This design comes from an exercise in tuning for small area, a short achievable clock period and few clock cycles per item on the open sky130 flow, not from production work. At most, simulation tests tie the RTL to the original design; equivalence was not proved.

== job 6273 ==
Design huffman_top, start of the top module:
module huffman_top (
    input         clk,
    input         reset,
    input         gray_valid,
    input  [7:0]  gray_data,
    output        CNT_valid,
    output [47:0] CNT,
    output        code_valid,
    output [47:0] HC,
    output [47:0] M
);
reg        vld, srt, mrg, clr, cnt_v, code_v, gm;
reg  [4:1] F;
always @(posedge clk or posedge reset) begin
    if (reset) begin
        vld <= 1'b0; srt <= 1'b0; mrg <= 1'b0; clr <= 1'b1;
        F <= 4'b0; cnt_v <= 1'b0; code_v <= 1'b0; gm <= 1'b0;
    end else begin
        vld    <= gray_valid;
        cnt_v  <= vld && !gray_valid;
        code_v <= mrg && !F[1];
        clr    <= mrg && !F[1];
        if (vld && !gray_valid) begin
            srt <= 1'b1;
            gm  <= 1'b0;
            F   <= 4'b1111;
        end else if (srt || mrg) begin
            if (!F[1]) begin
                srt <= 1'b0;
                if (srt) gm <= 1'b1;
                mrg <= srt;
                F   <= {4{srt}};
            end else
                F <= {1'b0, F[4:2]};
        end
    end
end
reg  [6:0] R [0:5];
reg  [2:0] p [0:5];
reg  [4:0] hc [0:5];
reg  [2:0] ln [0:5];    
wire [6:0] X = (clr ? 7'd0 : R[0]) + (mrg ? R[1] : 7'd0);
wire [6:0] r1c = gm ? R[1] : 7'd0;
function lt3(input [6:0] a, input [6:0] c, input [6:0] r);
    reg [6:0] s, k;
    reg [7:0] t;
    begin
        s = a ^ c ^ ~r;
        k = (a & c) | (a & ~r) | (c & ~r);
        t = {1'b0, s} + {k[5:0], 1'b0};
        lt3 = k[6] | t[7];
    end
endfunction
wire [7:0] b;
assign b[0] = 1'b0;
assign b[1] = srt && (F[1] || R[1] < R[0]);
assign b[2] = (srt && F[2]) || lt3(R[0], r1c, R[2]);
assign b[3] = (srt && F[3]) || lt3(R[0], r1c, R[3]);
  ...
==> flow/config.mk <==
export PLATFORM = sky130hd
export DESIGN_NAME = huffman_top
export DESIGN_NICKNAME = huffman_top
export VERILOG_FILES = /design/flow/design.v
export SDC_FILE = /design/flow/constraint.sdc
export NUM_CORES = 4
export LEC_CHECK = 0
export ABC_AREA = 1
export CAP_MARGIN = 20
export CORE_MARGIN = 2
export CORE_UTILIZATION = 40
export CTS_BUF_LIST = sky130_fd_sc_hd__clkbuf_8
export SLEW_MARGIN = 20
==> flow/constraint.sdc <==
create_clock -name core_clock -period 10.0 [get_ports {clk}]
set_input_delay 2.0000 -clock core_clock [delete_from_list [all_inputs] [get_ports {clk}]]
set_output_delay 2.0000 -clock core_clock [all_outputs]
set_load 0.01 [all_outputs]
standard.sh (not shown) runs the stock make flow with config.mk's settings and CLKGATE_MAP_FILE= SYNTH_SCRIPT=/design/flow/synth_recipe.tcl, a recipe that flattens the netlist after the stock synthesis.
==> flow/flow/run.sh <==
#!/bin/bash
set -euo pipefail
export BUFFER_PORTS_ARGS="-buffer_cell sky130_fd_sc_hd__buf_1"
export SETUP_SLACK_MARGIN=6.65
bash standard.sh finish > flow.log 2>&1
Testbench counts of job 6273, summed over its fixed seeds: cycles 35,840, images 320.
Inputs modified between job 6273 and job 2064:
==> flow/flow/run.sh <==
#!/bin/bash
set -euo pipefail
export BUFFER_PORTS_ARGS="-buffer_cell sky130_fd_sc_hd__buf_1"
export SETUP_SLACK_MARGIN=6.8
bash standard.sh finish > flow.log 2>&1
[summary]
- Job 6273 -> job 2064: parity-gate share of the synthesized area counting xor and xnor cells delta 0, exact match
- Between job 6273 and job 2064, number of fill cells decreased.
- [compare] base=job 6273 new=job 2064: count of buffers not belonging to the clock network in the layout grew by 13%; worst setup slack after layout grew by 120 ps.
- Job 2064 gives more non-filler instance count after layout than job 6273 did.
- Job 6273 -> job 2064: global-route wire length before repair increased slightly
- On final critical delay including setup and external delays, the higher figure sits with job 6273, not job 2064.


Starting RTL as in the previous note.
==> flow/config.mk <==
export PLATFORM = sky130hd
export DESIGN_NAME = huffman_top
export DESIGN_NICKNAME = huffman_top
export VERILOG_FILES = /design/flow/design.v
export SDC_FILE = /design/flow/constraint.sdc
export NUM_CORES = 4
export LEC_CHECK = 0
export ABC_AREA = 1
export CAP_MARGIN = 20
export CORE_MARGIN = 2
export CORE_UTILIZATION = 40
export CTS_BUF_LIST = sky130_fd_sc_hd__clkbuf_8
export SLEW_MARGIN = 20
==> flow/constraint.sdc <==
create_clock -name core_clock -period 10.0 [get_ports {clk}]
set_input_delay 2.0000 -clock core_clock [delete_from_list [all_inputs] [get_ports {clk}]]
set_output_delay 2.0000 -clock core_clock [all_outputs]
set_load 0.01 [all_outputs]
==> flow/flow/run.sh <==
#!/bin/bash
set -euo pipefail
export BUFFER_PORTS_ARGS="-buffer_cell sky130_fd_sc_hd__buf_1"
export SETUP_SLACK_MARGIN=6.75
bash standard.sh finish > flow.log 2>&1
Testbench counts at the start, summed over its fixed seeds: cycles 35,840, images 320.
==> next run, changes <==
==> flow/flow/run.sh (replaced) <==
#!/bin/bash
set -euo pipefail
export BUFFER_PORTS_ARGS="-buffer_cell sky130_fd_sc_hd__buf_1"
export SETUP_SLACK_MARGIN=6.7
bash standard.sh finish > flow.log 2>&1
PLACE_DENSITY = 0.75   (was default)
After rerunning:
- sequential share of layout area hardly moves
- wire length fell by 1.0%
- sequential cell count stays the same
- utilization is lower by 0.24 points
- setup slack loses 67 ps
==> next run, changes <==
CAP_MARGIN = 0   (was 20)
PLACE_DENSITY = default   (was 0.75)
SLEW_MARGIN = 0   (was 20)
Result: The changed run passed the timing, design-rule and antenna checks; hold slack is worse by 3.9 ps; via count falls by 3.7%; count of clock-buffer cells in the layout is unchanged; die area is unchanged; worst setup slack improved by 42 ps; non-clock buffer count grows by 7; area after synthesis is unchanged.
==> next run, changes <==
CAP_MARGIN = 20   (was 0)
SLEW_MARGIN = 20   (was 0)
After rerunning: Maximum frequency stays the same. Synthesized area does not change. Count of clock-buffer cells in the layout stays the same. Wire length stays the same.


huffman_top, a different RTL version from the one above (not shown whole).
Size: ~1,100 cells after synthesis, about 130 flip-flops, about 160 I/O pins, ~0.0095 mm2 of cells after synthesis.
export LEC_CHECK = 0
export CAP_MARGIN = 20
export CORE_MARGIN = 2
export CORE_UTILIZATION = 40
export CTS_BUF_LIST = sky130_fd_sc_hd__clkbuf_8
export SLEW_MARGIN = 20
create_clock -name core_clock -period 10.0 [get_ports {clk}]
==> flow/flow/run.sh <==
#!/bin/bash
set -euo pipefail
export BUFFER_PORTS_ARGS="-buffer_cell sky130_fd_sc_hd__buf_1"
export SETUP_SLACK_MARGIN=6.8
bash standard.sh finish > flow.log 2>&1
Testbench counts at the start, summed over its fixed seeds: cycles 35,840, images 320.
Edit:
==> flow/flow/run.sh (replaced) <==
#!/bin/bash
set -euo pipefail
export BUFFER_PORTS_ARGS="-buffer_cell sky130_fd_sc_hd__buf_1"
export SETUP_SLACK_MARGIN=6.5
bash standard.sh finish > flow.log 2>&1
Outcome:
- cell count decreases by about 2.2%
- critical path depth falls by 3
- fmax climbs by about 0.7%
- cell area drops by 8.3%


The RTL this note starts from:
==> flow/design.v <==
module huffman_top (
    input         clk,
    input         reset,
    input         gray_valid,
    input  [7:0]  gray_data,
    output        CNT_valid,
    output [47:0] CNT,
    output        code_valid,
    output [47:0] HC,
    output [47:0] M
);
reg        vld, srt, mrg, clr, cnt_v, code_v, gm;
reg  [4:1] F;
always @(posedge clk or posedge reset) begin
    if (reset) begin
        vld <= 1'b0; srt <= 1'b0; mrg <= 1'b0; clr <= 1'b1;
        F <= 4'b0; cnt_v <= 1'b0; code_v <= 1'b0; gm <= 1'b0;
    end else begin
        vld    <= gray_valid;
        cnt_v  <= vld && !gray_valid;
        code_v <= mrg && !F[1];
        clr    <= mrg && !F[1];
        if (vld && !gray_valid) begin
            srt <= 1'b1;
            gm  <= 1'b0;
            F   <= 4'b1111;
        end else if (srt || mrg) begin
            if (!F[1]) begin
                srt <= 1'b0;
                if (srt) gm <= 1'b1;
                mrg <= srt;
                F   <= {4{srt}};
            end else
                F <= {1'b0, F[4:2]};
        end
    end
end
reg  [6:0] R [0:5];
reg  [2:0] p [0:5];
reg  [4:0] hc [0:5];
reg  [2:0] ln [0:5];    
wire [6:0] X = (clr ? 7'd0 : R[0]) + (mrg ? R[1] : 7'd0);
wire [6:0] r1c = gm ? R[1] : 7'd0;
function lt3(input [6:0] a, input [6:0] c, input [6:0] r);
    reg [6:0] s, k;
    reg [7:0] t;
    begin
        s = a ^ c ^ ~r;
        k = (a & c) | (a & ~r) | (c & ~r);
        t = {1'b0, s} + {k[5:0], 1'b0};
        lt3 = k[6] | t[7];
    end
endfunction
wire [7:0] b;
assign b[0] = 1'b0;
assign b[1] = srt && (F[1] || R[1] < R[0]);
assign b[2] = (srt && F[2]) || lt3(R[0], r1c, R[2]);
assign b[3] = (srt && F[3]) || lt3(R[0], r1c, R[3]);
assign b[4] = (srt && F[4]) || lt3(R[0], r1c, R[4]);
assign b[5] = lt3(R[0], r1c, R[5]);
assign b[6] = 1'b0;
assign b[7] = 1'b0;
reg  [2:0] px;
always @(posedge clk)
    px <= gray_data[2:0];
wire [5:0] inc;
genvar g;
generate for (g = 0; g < 6; g = g + 1) begin : sym
    assign inc[g] = vld && (px == ((g == 5) ? 3'd1 : g + 2));
end endgenerate
integer m;
reg [6:0] r1, r2, ra, rb, ones;
reg       s1, s0;
always @(posedge clk) begin
    for (m = 0; m < 6; m = m + 1) begin
        r1 = (m < 5) ? R[m + 1] : 7'd127;
        r2 = (m < 4) ? R[m + 2] : 7'd127;
        ra = srt ? r1 : r2;
        ones = {&R[m][5:0], &R[m][4:0], &R[m][3:0], &R[m][2:0], &R[m][1:0], R[m][0], 1'b1};
        rb = mrg ? r1 : R[m] ^ (ones & {7{inc[m]}});
        s1 = (srt && b[m + 1]) || (mrg && b[m + 2]);
        s0 = (srt && b[m]) || (mrg && b[m + 1]) || ((srt || mrg) && m == 0) || clr;
        R[m] <= s1 ? ra : s0 ? X : rb;
    end
end
wire [5:1] t = srt ? b[5:1] : {1'b0, b[5:2]};
wire [2:0] q = {t[3], t[2] & !t[5], t[1] & !t[4]};
function [2:0] jdec1(input [2:0] j);    
    jdec1 = {!j[0], j[2], j[1]};
endfunction
function [2:0] jdec2(input [2:0] j);    
    jdec2 = {!j[1], !j[0], j[2]};
endfunction
function [5:0] jhot(input [2:0] j);     
    jhot = {j[2] & !j[1], j[1] & !j[0], j[2] & j[0], !j[2] & j[1], !j[1] & j[0], !j[2] & !j[0]};
endfunction
localparam [17:0] PINIT = {3'b110, 3'b111, 3'b011, 3'b001, 3'b000, 3'b100};
integer k;
reg [5:0] h, lh;
reg       bp, first2, inv, one;
always @(posedge clk) begin
    for (k = 0; k < 6; k = k + 1) begin
        h = jhot(p[k]);
        bp = |(h[5:1] & b[5:1]);
        first2 = h[0] | h[1];
        p[k] <= ({3{srt & h[0]}} & q) | ({3{srt & !h[0] & bp}} & jdec1(p[k]))
              | ({3{srt & !h[0] & !bp}} & p[k])
              | ({3{mrg & first2}} & q) | ({3{mrg & !first2 & bp}} & jdec2(p[k]))
              | ({3{mrg & !first2 & !bp}} & jdec1(p[k]))
              | ({3{!srt & !mrg}} & PINIT[3 * k +: 3]);
        inv = mrg && first2;
        one = mrg && h[0];
        ln[k] <= ({3{mrg & !first2}} & ln[k]) | ({3{inv}} & {ln[k][1:0], !ln[k][2]});
        lh = jhot(ln[k]);
        hc[k] <= ({5{mrg}} & hc[k]) | ({5{one}} & lh[4:0]);
    end
end
assign CNT_valid  = cnt_v;
assign code_valid = code_v;
assign CNT = {1'b0, R[5], 1'b0, R[0], 1'b0, R[1], 1'b0, R[2], 1'b0, R[3], 1'b0, R[4]};
assign HC  = {3'b0, hc[0], 3'b0, hc[1], 3'b0, hc[2], 3'b0, hc[3], 3'b0, hc[4], 3'b0, hc[5]};
function [7:0] mask(input [2:0] j);
    mask = {3'b0, j[2] & !j[1], j[2] & !j[0], j[2], j[2] | j[1], 1'b1};
endfunction
assign M   = {mask(ln[0]), mask(ln[1]), mask(ln[2]), mask(ln[3]), mask(ln[4]), mask(ln[5])};
endmodule
clock: 10.0 ns
lec_check: 0
abc_area: 1
cap_margin: 20
core_margin: 2
core_utilization: 40
cts_buf_list: sky130_fd_sc_hd__clkbuf_8
slew_margin: 20
==> flow/flow/run.sh <==
#!/bin/bash
set -euo pipefail
export BUFFER_PORTS_ARGS="-buffer_cell sky130_fd_sc_hd__buf_1"
export SETUP_SLACK_MARGIN=6.9
bash standard.sh finish > flow.log 2>&1
==> next run, changes <==
==> flow/flow/run.sh (replaced) <==
#!/bin/bash
set -euo pipefail
export BUFFER_PORTS_ARGS="-buffer_cell sky130_fd_sc_hd__buf_1"
export SETUP_SLACK_MARGIN=6.5
bash standard.sh finish > flow.log 2>&1
What happened: The changed run ran to the end with no violations; worst hold slack stays flat; utilization drops by 4.0 points; final cell count is lower by 3.0%; non-clock buffer count decreases by 49; wire length came out lower by 3.8%; flip-flop and latch count is unchanged; fmax drops by 7.9%; setup slack got worse by 0.27 ns; die area stays the same.
==> next run, changes <==
==> flow/flow/run.sh (replaced) <==
#!/bin/bash
set -euo pipefail
export BUFFER_PORTS_ARGS="-buffer_cell sky130_fd_sc_hd__buf_1"
export SETUP_SLACK_MARGIN=6.7
bash standard.sh finish > flow.log 2>&1
What happened: Design area grows by 1.3%; clock skew drops by 0.0058 ns; routed wire length increases by 1.3%.
No functional check of the RTL was part of any run of this note.

what the ideal ports hide:
How much do the figures lean on ideal ports? The routed layouts below were timed once more, with nothing changed but the port constraints. Step 1: set_driving_cell puts a clkbuf_16 on clk and a buf_2 on each other input, an assumption about the parent block. Step 2 moves the port delays by t, midway between the first and last clock arrival at a register: inputs arrive t later, outputs are due t later. That takes back most of the time a late clock gives input paths. Slacks: ideal / step 1 / step 2; pairs: ideal / step 1.
run	shift t [ns]	setup WS [ns]	worst hold slack (ns)	worst setup path at the end	cell pins on the clock port's net
job 6273	0.498	6.706 / 6.666 / 6.860	0.458 / 0.458 / 0.458	register to register	1
job 2064	0.497	6.824 / 6.784 / 6.947	0.454 / 0.454 / 0.454	register to register	1
the first run of note 2	0.495	6.814 / 6.774 / 6.889	0.459 / 0.459 / 0.459	register to register	1
the second run of note 2	0.497	6.747 / 6.710 / 6.780	0.462 / 0.462 / 0.462	register to register	1
the third run of note 2	0.497	6.789 / 6.748 / 6.896	0.458 / 0.458 / 0.458	register to register	1
the fourth run of note 2	0.497	6.789 / 6.748 / 6.896	0.458 / 0.458 / 0.458	register to register	1
the first run of note 3	0.518	6.552 / 6.552 / 6.287	0.495 / 0.495 / 0.495	input to register	1
the second run of note 3	0.500	6.576 / 6.576 / 6.208	0.488 / 0.488 / 0.488	input to register	1
the first run of note 4	0.494	6.919 / 6.877 / 6.783	0.461 / 0.461 / 0.461	input to register	1
the second run of note 4	0.497	6.653 / 6.611 / 6.726	0.462 / 0.462 / 0.462	register to register	1
the third run of note 4	0.492	6.760 / 6.717 / 6.808	0.462 / 0.462 / 0.462	input to register	1
After both steps every run listed still meets setup and hold. For the second run of note 3, which loses most, drivers alone change the setup slack by 0.000 ns; drivers and shift together by -0.368 ns.
